From an optimization exercise on the open Yosys and OpenROAD flow, aimed at a short achievable clock period and few clock cycles; shortcuts taken in it are not production practice. The RTL was checked by simulation tests, not by an equivalence proof against the original design. Treat power and IR drop as tool artefacts here; the default activity estimate runs too high for this design.

==> nickel: inputs <==
Design mips, start of the top module:
module mips(
    input wire clk,
    input wire reset,
    output wire [31:0] i_addr,
    input wire [31:0] i_data,
    output wire [11:0] d_addr,
    output wire d_we,
    output wire [3:0] d_be,
    output wire [31:0] d_wdata,
    input wire [31:0] d_rdata,
    output wire rf_we,
    output wire [4:0] rf_waddr,
    output wire [31:0] rf_wdata,
    output wire [31:0] rf_wpc
    );
clock: 180.0 ns
lec_check: 0
cap_margin: 20
core_margin: 2
core_utilization: 35
cts_cluster_diameter: 100
cts_cluster_size: 20
place_density: 0.5
setup_slack_margin: 5
slew_margin: 20
standard.sh (not shown) runs the stock make flow with config.mk's settings and CLKGATE_MAP_FILE= SYNTH_SCRIPT=/design/flow/synth_recipe.tcl, a recipe that flattens the netlist after the stock synthesis.
==> flow/flow/run.sh <==
#!/bin/bash
# Layout flow: the standard ORFS flow (standard.sh: standard synthesis,
# floorplan, placement, CTS, routing, finish) with the same constraint.sdc,
# but with ORFS's timing repair told to aim for a large setup slack margin,
# so that repair keeps sizing and buffering paths far below the 180 ns
# constraint. The make output goes to flow_make.log; each ORFS step writes
# its own log under orfs/logs/.
set -euo pipefail
MARGIN=${MARGIN:-143}
bash standard.sh SETUP_SLACK_MARGIN=$MARGIN finish > flow_make.log 2>&1
==> inputs of yarrow, as changes to nickel <==
--- a/flow/design.v
+++ b/flow/design.v
@@ -47,24 +47,24 @@
     input wire [31:0] d_rdata,
     output wire rf_we,
     output wire [4:0] rf_waddr,
     output wire [31:0] rf_wdata,
     output wire [31:0] rf_wpc
     );
-    reg [31:0] pcF, pcF4;
+    reg [31:0] pcF;
     reg        vD;
-    reg [31:0] irD, pcD4;             
+    reg [31:0] irD, pcD;
     reg        vE;
     reg [3:0]  opE;
-    reg [31:0] aE, bE, pcE;           
+    reg [31:0] aE, bE, pcE;
     reg        fwdAE, fwdBE;           
     reg        weE, ldE;
     reg [4:0]  waE;
     reg [2:0]  ltE;                    
     reg [1:0]  alE;                    
-    reg        multE, divE, divLE, sgnE, mthiE, mtloE;
+    reg        multE, divE, sgnE, mthiE, mtloE;
     reg        vM;
     reg        weM, ldM;
     reg [4:0]  waM;
     reg [2:0]  ltM;
     reg [1:0]  alM;
     reg [31:0] resM_alu, rdM, pcM;
@@ -230,14 +230,14 @@
     wire [4:0] wa = (isRAlu | isHiLoRd | iJALR) ? rd :
                     (isImmAlu | isLoad) ? rt :
                     iJAL ? 5'd31 : 5'd0;
     wire we = (wa != 5'd0);
     wire useRs = ~(iLUI | iJ | iJAL | isShImm | isHiLoRd);
     wire useRt = isRAlu | iBEQ | iBNE | isStore | iMULT | iMULTU | iDIV | iDIVU;
-    wire needRsD = isBranch | iJR | iJALR | isLoad | isStore;
-    wire needRtD = iBEQ | iBNE | isStore;
+    wire needRsD = isBranch | iJR | iJALR | isLoad | isStore | iDIV | iDIVU;
+    wire needRtD = iBEQ | iBNE | isStore | iDIV | iDIVU;
     wire [31:0] rf_rs = (rfv[rs] ? rf[rs] : 32'h0);
     wire [31:0] rf_rt = (rfv[rt] ? rf[rt] : 32'h0);
     wire eHitRs = vE & weE & (waE == rs);
     wire eHitRt = vE & weE & (waE == rt);
     wire mHitRs = wrM & (waM == rs);
     wire mHitRt = wrM & (waM == rt);
@@ -246,53 +246,42 @@
                       mHitRs ? resM : rf_rs;
     wire [31:0] rtv = (rt == 5'd0) ? 32'h0 :
                       eHitRt ? resE :
                       mHitRt ? resM : rf_rt;
     wire ldHitRs = (rs != 5'd0) & eHitRs & (ldE | lateE);
     wire ldHitRt = (rt != 5'd0) & eHitRt & (ldE | lateE);
-    wire stFwd = isStore & ldE;
-    wire divLate = ldHitRs | ldHitRt;
-    wire lateDivE = vE & divE & divLE;
     wire stall = vD & ((ldHitRs & useRs & needRsD) |
-                       (ldHitRt & useRt & needRtD & ~stFwd) |
-                       ((isHiLoRd | iMTHI | iMTLO) & lateDivE));
+                       (ldHitRt & useRt & needRtD));
     wire go = vD & ~stall;             
     wire rsZero = (rsv == 32'h0);
     wire eq = (rsv == rtv);
     wire taken = iBEQ & eq |
                  iBNE & ~eq |
                  iBLEZ & (rsv[31] | rsZero) |
                  iBGTZ & ~(rsv[31] | rsZero) |
                  iREGIMM & (rt[0] ^ rsv[31]);
-    wire [31:0] npc = ~vD ? pcF4 :
+    wire [31:0] pcD4 = pcD + 32'd4;
+    wire [31:0] npc = ~vD ? pcF + 32'd4 :
                       (isBranch & taken) ? pcD4 + {sext[29:0], 2'b00} :
-                      (iJ | iJAL) ? {pcD4[31:28], irD[25:0], 2'b00} :
+                      (iJ | iJAL) ? {pcF[31:28], irD[25:0], 2'b00} :
                       (iJR | iJALR) ? rsv :
-                      pcF4;
+                      pcF + 32'd4;
     wire isDiv = iDIV | iDIVU;
-    wire startDiv = go & isDiv & ~divLate;
-    wire eNegA = sgnE & A[31];
-    wire eNegB = sgnE & B[31];
-    wire [31:0] eMagA = eNegA ? -A : A;
-    wire [31:0] eMagB = eNegB ? -B : B;
-    wire [33:0] eMagB3 = {2'b0, eMagB} + {1'b0, eMagB, 1'b0};
-    wire [31:0] l_rem, l_quo;
-    DivSteps #(.N(DIV_D)) divSL (.remIn(32'h0), .quoIn(eMagA), .dvs(eMagB), .dvs3(eMagB3),
-                                 .remOut(l_rem), .quoOut(l_quo));
+    wire startDiv = go & isDiv;
     wire dNegA = iDIV & rsv[31];
     wire dNegB = iDIV & rtv[31];
     wire [31:0] dMagA = dNegA ? -rsv : rsv;
     wire [31:0] dMagB = dNegB ? -rtv : rtv;
     wire [33:0] dMagB3 = {2'b0, dMagB} + {1'b0, dMagB, 1'b0};
     wire [31:0] d_rem, d_quo;
     DivSteps #(.N(DIV_D)) divSD (.remIn(32'h0), .quoIn(dMagA), .dvs(dMagB), .dvs3(dMagB3),
                                  .remOut(d_rem), .quoOut(d_quo));
     always @(posedge clk) begin
         if (reset)
             dbusy <= 1'b0;
-        else if (startDiv | lateDivE)
+        else if (startDiv)
             dbusy <= 1'b1;
         else if (vE & multE)
             dbusy <= 1'b0;
         else if (dbusy & dlast)
             dbusy <= 1'b0;
     end
@@ -303,21 +292,12 @@
             dquo <= d_quo;
             ddvs <= dMagB;
             ddvs3 <= dMagB3;
             dnegQ <= (dNegA ^ dNegB) & (rtv != 0);
             dnegR <= dNegA;
         end
-        else if (lateDivE) begin
-            dph <= 1'b0;
-            drem <= l_rem;
-            dquo <= l_quo;
-            ddvs <= eMagB;
-            ddvs3 <= eMagB3;
-            dnegQ <= (eNegA ^ eNegB) & (B != 0);
-            dnegR <= eNegA;
-        end
         else if (dbusy & ~dph) begin
             dph <= 1'b1;
             drem <= e_rem;
             dquo <= e_quo;
         end
     end
@@ -338,88 +318,72 @@
         else if (iSRA | iSRAV) opD = 4'd10;
         else if (iMFHI) opD = 4'd12;
         else if (iMFLO) opD = 4'd13;
     end
     wire [31:0] aD = isShImm ? {27'b0, sh} : rsv;
     wire [31:0] zimm = {16'h0, imm};
-    wire [31:0] bD = (iJAL | iJALR) ? pcD4 + 32'd4 :
+    wire [31:0] bD = (iJAL | iJALR) ? pcD + 32'd8 :
                      iLUI ? {imm, 16'h0} :
                      (iANDI | iORI | iXORI) ? zimm :
                      (iADDI | iSLTI | iSLTIU) ? sext :
                      rtv;
     wire bIsReg = ~(iJAL | iJALR | isImmAlu);
     reg [3:0]  beD;
     reg [31:0] wdD;
-    wire [15:0] halfE = alE[1] ? d_rdata[31:16] : d_rdata[15:0];
-    wire [7:0]  byteE = alE[0] ? halfE[15:8] : halfE[7:0];
-    reg  [31:0] ldvE;
-    always @* begin
-        case (ltE)
-            LH:  ldvE = {{16{halfE[15]}}, halfE};
-            LHU: ldvE = {16'h0, halfE};
-            LB:  ldvE = {{24{byteE[7]}}, byteE};
-            LBU: ldvE = {24'h0, byteE};
-            default: ldvE = d_rdata;
-        endcase
-    end
-    wire [31:0] rtS = (ldHitRt & stFwd) ? ldvE : rtv;
     always @* begin
         if (iSW) begin
-            beD = 4'b1111; wdD = rtS;
+            beD = 4'b1111; wdD = rtv;
         end
         else if (iSH) begin
-            beD = agu[1] ? 4'b1100 : 4'b0011; wdD = {2{rtS[15:0]}};
+            beD = agu[1] ? 4'b1100 : 4'b0011; wdD = {2{rtv[15:0]}};
         end
         else begin
-            beD = 4'b0001 << agu[1:0]; wdD = {4{rtS[7:0]}};
+            beD = 4'b0001 << agu[1:0]; wdD = {4{rtv[7:0]}};
         end
     end
     wire [2:0] ltD = iLH ? LH : iLHU ? LHU : iLB ? LB : iLBU ? LBU : LW;
     always @(posedge clk) begin
         if (reset) begin
             pcF <= 32'h00003000;
-            pcF4 <= 32'h00003004;
             vD <= 1'b0;
             vE <= 1'b0;
             vM <= 1'b0;
             dwe_q <= 1'b0;
             twe_q <= 1'b0;
             rfv <= 31'b0;
         end
         else begin
             if (~stall) begin
                 pcF <= npc;
-                pcF4 <= npc + 32'd4;
                 vD <= 1'b1;
             end
             vE <= go;
             dwe_q <= go & isStore;
             vM <= vE;
             twe_q <= wrM;
             if (wrM) rfv[waM] <= 1'b1;
         end
     end
     always @(posedge clk) begin
         if (~stall) begin
             irD <= i_data;
-            pcD4 <= pcF4;
+            pcD <= pcF;
         end
         opE <= opD;
         aE <= aD;
         bE <= bD;
-        pcE <= pcD4;
+        pcE <= pcD;
         fwdAE <= ldHitRs & ~isShImm;
         fwdBE <= ldHitRt & bIsReg;
         weE <= we & ~isStore & ~isBranch;
         waE <= wa;
         ldE <= isLoad;
         ltE <= ltD;
         alE <= agu[1:0];
         multE <= iMULT | iMULTU;
         divE <= iDIV | iDIVU;
-        divLE <= divLate;
         sgnE <= iMULT | iDIV;
         mthiE <= iMTHI;
         mtloE <= iMTLO;
         daddr_q <= agu[13:2];
         dbe_q <= beD;
         dwdata_q <= wdD;
@@ -430,13 +394,13 @@
         alM <= alE;
         resM_alu <= resEwb;
         rdM <= d_rdata;
         pcM <= pcE;
         twa_q <= waM;
         twd_q <= resM;
-        tpc_q <= pcM - 32'd4;
+        tpc_q <= pcM;
         if (wrM) rf[waM] <= resM;
     end
     assign i_addr = pcF;
     assign d_addr = daddr_q;
     assign d_we = dwe_q;
     assign d_be = dbe_q;
- CTS_CLUSTER_DIAMETER: 100 -> unset
- CTS_CLUSTER_SIZE: 20 -> unset
==> inputs of raven, as changes to nickel <==
--- a/flow/design.v
+++ b/flow/design.v
@@ -47,24 +47,24 @@
     input wire [31:0] d_rdata,
     output wire rf_we,
     output wire [4:0] rf_waddr,
     output wire [31:0] rf_wdata,
     output wire [31:0] rf_wpc
     );
-    reg [31:0] pcF, pcF4;
+    reg [31:0] pcF;
     reg        vD;
-    reg [31:0] irD, pcD4;             
+    reg [31:0] irD, pcD;
     reg        vE;
     reg [3:0]  opE;
-    reg [31:0] aE, bE, pcE;           
+    reg [31:0] aE, bE, pcE;
     reg        fwdAE, fwdBE;           
     reg        weE, ldE;
     reg [4:0]  waE;
     reg [2:0]  ltE;                    
     reg [1:0]  alE;                    
-    reg        multE, divE, divLE, sgnE, mthiE, mtloE;
+    reg        multE, divE, sgnE, mthiE, mtloE;
     reg        vM;
     reg        weM, ldM;
     reg [4:0]  waM;
     reg [2:0]  ltM;
     reg [1:0]  alM;
     reg [31:0] resM_alu, rdM, pcM;
@@ -230,14 +230,14 @@
     wire [4:0] wa = (isRAlu | isHiLoRd | iJALR) ? rd :
                     (isImmAlu | isLoad) ? rt :
                     iJAL ? 5'd31 : 5'd0;
     wire we = (wa != 5'd0);
     wire useRs = ~(iLUI | iJ | iJAL | isShImm | isHiLoRd);
     wire useRt = isRAlu | iBEQ | iBNE | isStore | iMULT | iMULTU | iDIV | iDIVU;
-    wire needRsD = isBranch | iJR | iJALR | isLoad | isStore;
-    wire needRtD = iBEQ | iBNE | isStore;
+    wire needRsD = isBranch | iJR | iJALR | isLoad | isStore | iDIV | iDIVU;
+    wire needRtD = iBEQ | iBNE | isStore | iDIV | iDIVU;
     wire [31:0] rf_rs = (rfv[rs] ? rf[rs] : 32'h0);
     wire [31:0] rf_rt = (rfv[rt] ? rf[rt] : 32'h0);
     wire eHitRs = vE & weE & (waE == rs);
     wire eHitRt = vE & weE & (waE == rt);
     wire mHitRs = wrM & (waM == rs);
     wire mHitRt = wrM & (waM == rt);
@@ -247,52 +247,42 @@
     wire [31:0] rtv = (rt == 5'd0) ? 32'h0 :
                       eHitRt ? resE :
                       mHitRt ? resM : rf_rt;
     wire ldHitRs = (rs != 5'd0) & eHitRs & (ldE | lateE);
     wire ldHitRt = (rt != 5'd0) & eHitRt & (ldE | lateE);
     wire stFwd = isStore & ldE;
-    wire divLate = ldHitRs | ldHitRt;
-    wire lateDivE = vE & divE & divLE;
     wire stall = vD & ((ldHitRs & useRs & needRsD) |
-                       (ldHitRt & useRt & needRtD & ~stFwd) |
-                       ((isHiLoRd | iMTHI | iMTLO) & lateDivE));
+                       (ldHitRt & useRt & needRtD & ~stFwd));
     wire go = vD & ~stall;             
     wire rsZero = (rsv == 32'h0);
     wire eq = (rsv == rtv);
     wire taken = iBEQ & eq |
                  iBNE & ~eq |
                  iBLEZ & (rsv[31] | rsZero) |
                  iBGTZ & ~(rsv[31] | rsZero) |
                  iREGIMM & (rt[0] ^ rsv[31]);
-    wire [31:0] npc = ~vD ? pcF4 :
+    wire [31:0] pcD4 = pcD + 32'd4;
+    wire [31:0] npc = ~vD ? pcF + 32'd4 :
                       (isBranch & taken) ? pcD4 + {sext[29:0], 2'b00} :
-                      (iJ | iJAL) ? {pcD4[31:28], irD[25:0], 2'b00} :
+                      (iJ | iJAL) ? {pcF[31:28], irD[25:0], 2'b00} :
                       (iJR | iJALR) ? rsv :
-                      pcF4;
+                      pcF + 32'd4;
     wire isDiv = iDIV | iDIVU;
-    wire startDiv = go & isDiv & ~divLate;
-    wire eNegA = sgnE & A[31];
-    wire eNegB = sgnE & B[31];
-    wire [31:0] eMagA = eNegA ? -A : A;
-    wire [31:0] eMagB = eNegB ? -B : B;
-    wire [33:0] eMagB3 = {2'b0, eMagB} + {1'b0, eMagB, 1'b0};
-    wire [31:0] l_rem, l_quo;
-    DivSteps #(.N(DIV_D)) divSL (.remIn(32'h0), .quoIn(eMagA), .dvs(eMagB), .dvs3(eMagB3),
-                                 .remOut(l_rem), .quoOut(l_quo));
+    wire startDiv = go & isDiv;
     wire dNegA = iDIV & rsv[31];
     wire dNegB = iDIV & rtv[31];
     wire [31:0] dMagA = dNegA ? -rsv : rsv;
     wire [31:0] dMagB = dNegB ? -rtv : rtv;
     wire [33:0] dMagB3 = {2'b0, dMagB} + {1'b0, dMagB, 1'b0};
     wire [31:0] d_rem, d_quo;
     DivSteps #(.N(DIV_D)) divSD (.remIn(32'h0), .quoIn(dMagA), .dvs(dMagB), .dvs3(dMagB3),
                                  .remOut(d_rem), .quoOut(d_quo));
     always @(posedge clk) begin
         if (reset)
             dbusy <= 1'b0;
-        else if (startDiv | lateDivE)
+        else if (startDiv)
             dbusy <= 1'b1;
         else if (vE & multE)
             dbusy <= 1'b0;
         else if (dbusy & dlast)
             dbusy <= 1'b0;
     end
@@ -303,21 +293,12 @@
             dquo <= d_quo;
             ddvs <= dMagB;
             ddvs3 <= dMagB3;
             dnegQ <= (dNegA ^ dNegB) & (rtv != 0);
             dnegR <= dNegA;
         end
-        else if (lateDivE) begin
-            dph <= 1'b0;
-            drem <= l_rem;
-            dquo <= l_quo;
-            ddvs <= eMagB;
-            ddvs3 <= eMagB3;
-            dnegQ <= (eNegA ^ eNegB) & (B != 0);
-            dnegR <= eNegA;
-        end
         else if (dbusy & ~dph) begin
             dph <= 1'b1;
             drem <= e_rem;
             dquo <= e_quo;
         end
     end
@@ -338,13 +319,13 @@
         else if (iSRA | iSRAV) opD = 4'd10;
         else if (iMFHI) opD = 4'd12;
         else if (iMFLO) opD = 4'd13;
     end
     wire [31:0] aD = isShImm ? {27'b0, sh} : rsv;
     wire [31:0] zimm = {16'h0, imm};
-    wire [31:0] bD = (iJAL | iJALR) ? pcD4 + 32'd4 :
+    wire [31:0] bD = (iJAL | iJALR) ? pcD + 32'd8 :
                      iLUI ? {imm, 16'h0} :
                      (iANDI | iORI | iXORI) ? zimm :
                      (iADDI | iSLTI | iSLTIU) ? sext :
                      rtv;
     wire bIsReg = ~(iJAL | iJALR | isImmAlu);
     reg [3:0]  beD;
@@ -374,52 +355,49 @@
         end
     end
     wire [2:0] ltD = iLH ? LH : iLHU ? LHU : iLB ? LB : iLBU ? LBU : LW;
     always @(posedge clk) begin
         if (reset) begin
             pcF <= 32'h00003000;
-            pcF4 <= 32'h00003004;
             vD <= 1'b0;
             vE <= 1'b0;
             vM <= 1'b0;
             dwe_q <= 1'b0;
             twe_q <= 1'b0;
             rfv <= 31'b0;
         end
         else begin
             if (~stall) begin
                 pcF <= npc;
-                pcF4 <= npc + 32'd4;
                 vD <= 1'b1;
             end
             vE <= go;
             dwe_q <= go & isStore;
             vM <= vE;
             twe_q <= wrM;
             if (wrM) rfv[waM] <= 1'b1;
         end
     end
     always @(posedge clk) begin
         if (~stall) begin
             irD <= i_data;
-            pcD4 <= pcF4;
+            pcD <= pcF;
         end
         opE <= opD;
         aE <= aD;
         bE <= bD;
-        pcE <= pcD4;
+        pcE <= pcD;
         fwdAE <= ldHitRs & ~isShImm;
         fwdBE <= ldHitRt & bIsReg;
         weE <= we & ~isStore & ~isBranch;
         waE <= wa;
         ldE <= isLoad;
         ltE <= ltD;
         alE <= agu[1:0];
         multE <= iMULT | iMULTU;
         divE <= iDIV | iDIVU;
-        divLE <= divLate;
         sgnE <= iMULT | iDIV;
         mthiE <= iMTHI;
         mtloE <= iMTLO;
         daddr_q <= agu[13:2];
         dbe_q <= beD;
         dwdata_q <= wdD;
@@ -430,13 +408,13 @@
         alM <= alE;
         resM_alu <= resEwb;
         rdM <= d_rdata;
         pcM <= pcE;
         twa_q <= waM;
         twd_q <= resM;
-        tpc_q <= pcM - 32'd4;
+        tpc_q <= pcM;
         if (wrM) rf[waM] <= resM;
     end
     assign i_addr = pcF;
     assign d_addr = daddr_q;
     assign d_we = dwe_q;
     assign d_be = dbe_q;
==> notes.md <==
Finish
The clock buffer count is roughly 150. The number of nets at the end of the flow is roughly 25000. The number of standard cells in the final layout excluding fillers is around 30000. Once layout is complete, the utilization of the core stands at 0.385.

Clocking
The clock latency at the later pin of the worst-skew pair is 1.01 ns.

Logic synthesis
The synthesized area divided by synthesized cell count is approximately 9.1 µm². Synthesis inferred around 1700 register bits. The adder-cell share of the synthesized area is 0.221.

Placed design
The worst setup timing slack at the placement stage is ~140 ns.

STA
The time the worst path needs with I/O delays and setup is around 37 ns. In the finished design, the share of the clock period the worst path needs comes to 0.208.

Global route
In the global route stage, met1 resource usage came out at 0.467.

Worst setup path
In this run the number of cells on the critical path is 1. Counting both buffers and inverters, the worst setup path holds a total of 1.

Floorplanning
The vertical die dimension is approximately 760 µm. The floorplan step defined a core boundary enclosing 0.573 mm². The total number of placement rows is ~280.

Worst hold path
The hold path endpoint is pcM[11]$_DFF_P_.

Status
The run finished with no timing, DRC or antenna violations.

Power and ir drop
(the above is from nickel)
==> notes.md <==
Worst hold path
The hold path endpoint is tpc_q[17]$_DFF_P_.

Status
The run finished with no timing, DRC or antenna violations.

Logic synthesis
The register bit total from synthesis is 1676.

STA
The time the worst path needs with I/O delays and setup is roughly 38 ns. Of the available clock period, the critical path in the final layout requires 0.208.

Floorplanning
The core area is 0.505 mm². Measured along the y axis, the die boundary spans just over 700 µm.

Clocking
Clock latency on the worst-skew pair, taken at its later pin, is ~0.86 ns.

Finish
The clock buffer count is roughly 160.

Placed design
The worst setup timing slack at the placement stage is between 100 and 150 ns.

Worst setup path
The number of buffers and inverters on the critical path is 1.
(the above is from raven)
==> notes.md <==
Status
The flow ran to the end and the layout has no timing, DRC or antenna violations.

STA
The worst path needs approximately 37 ns of the cycle, external delays included.

Clocking
The clock latency at the later pin of the worst-skew pair is 0.96 ns.

Placed design
The worst setup timing slack at the placement stage is roughly 140 ns. The number of placed instances, taps included, is ~26000.

Worst setup path
Together, buffers and inverters on the worst path number 2.

Finish
The layout has ~230 clock buffers. The count of cells in the finished layout, fillers not included, comes to ~26000. The number of nets at the end of the flow is ~22000. Measured on the finished design, the core utilization comes to 0.390.

Global route
For met1 alone, demand over resource in global routing was 0.452.

Floorplanning
The total area inside the core boundary comes to roughly 0.51 mm². The vertical die dimension is roughly 720 µm.

Logic synthesis
Of the total synthesized cell area, the portion taken by full adders, half adders and majority gates is 0.224. The register bit total from synthesis is roughly 1700. The synthesized area divided by synthesized cell count is ~9.4 µm².

Worst hold path
The hold path endpoint is tpc_q[17]$_DFF_P_. The type of the most critical hold path is flip-flop to flip-flop.
(the above is from yarrow)
Testbench counts of nickel, summed over its fixed seeds: cycles 27,444.
Testbench counts of yarrow, summed over its fixed seeds: cycles 27,490.
Testbench counts of raven, summed over its fixed seeds: cycles 27,463.

==> what the ideal ports hide <==
The results above use ideal ports. As a check the final layouts listed here were re-extracted and re-timed, cells and wires unchanged.
Step 1 sets driving cells, clkbuf_16 on the clock port and buf_2 on the other inputs (assumed; they add their load-dependent delay and slew).
Step 2 times the ports against the registers' clock, not the clock port: input delays grow and output delays shrink by t, the midpoint of the rising clock arrivals with the driver on.
a / b / c = ideal ports / drivers / drivers and shift; a / b = the first two.
| run | t (ns) | setup slack, ns | clock arrival spread, ns |
|---|---|---|---|
| nickel | 1.034 | 142.565 / 142.463 / 142.157 | 0.147 / 0.147 |
| yarrow | 0.994 | 142.524 / 142.424 / 142.366 | 0.126 / 0.126 |
| raven | 0.919 | 142.491 / 142.405 / 142.110 | 0.053 / 0.053 |
After both steps setup and hold are still met in every run listed. For nickel, which loses most, drivers alone change the setup slack by -0.102 ns; drivers and shift together by -0.408 ns.
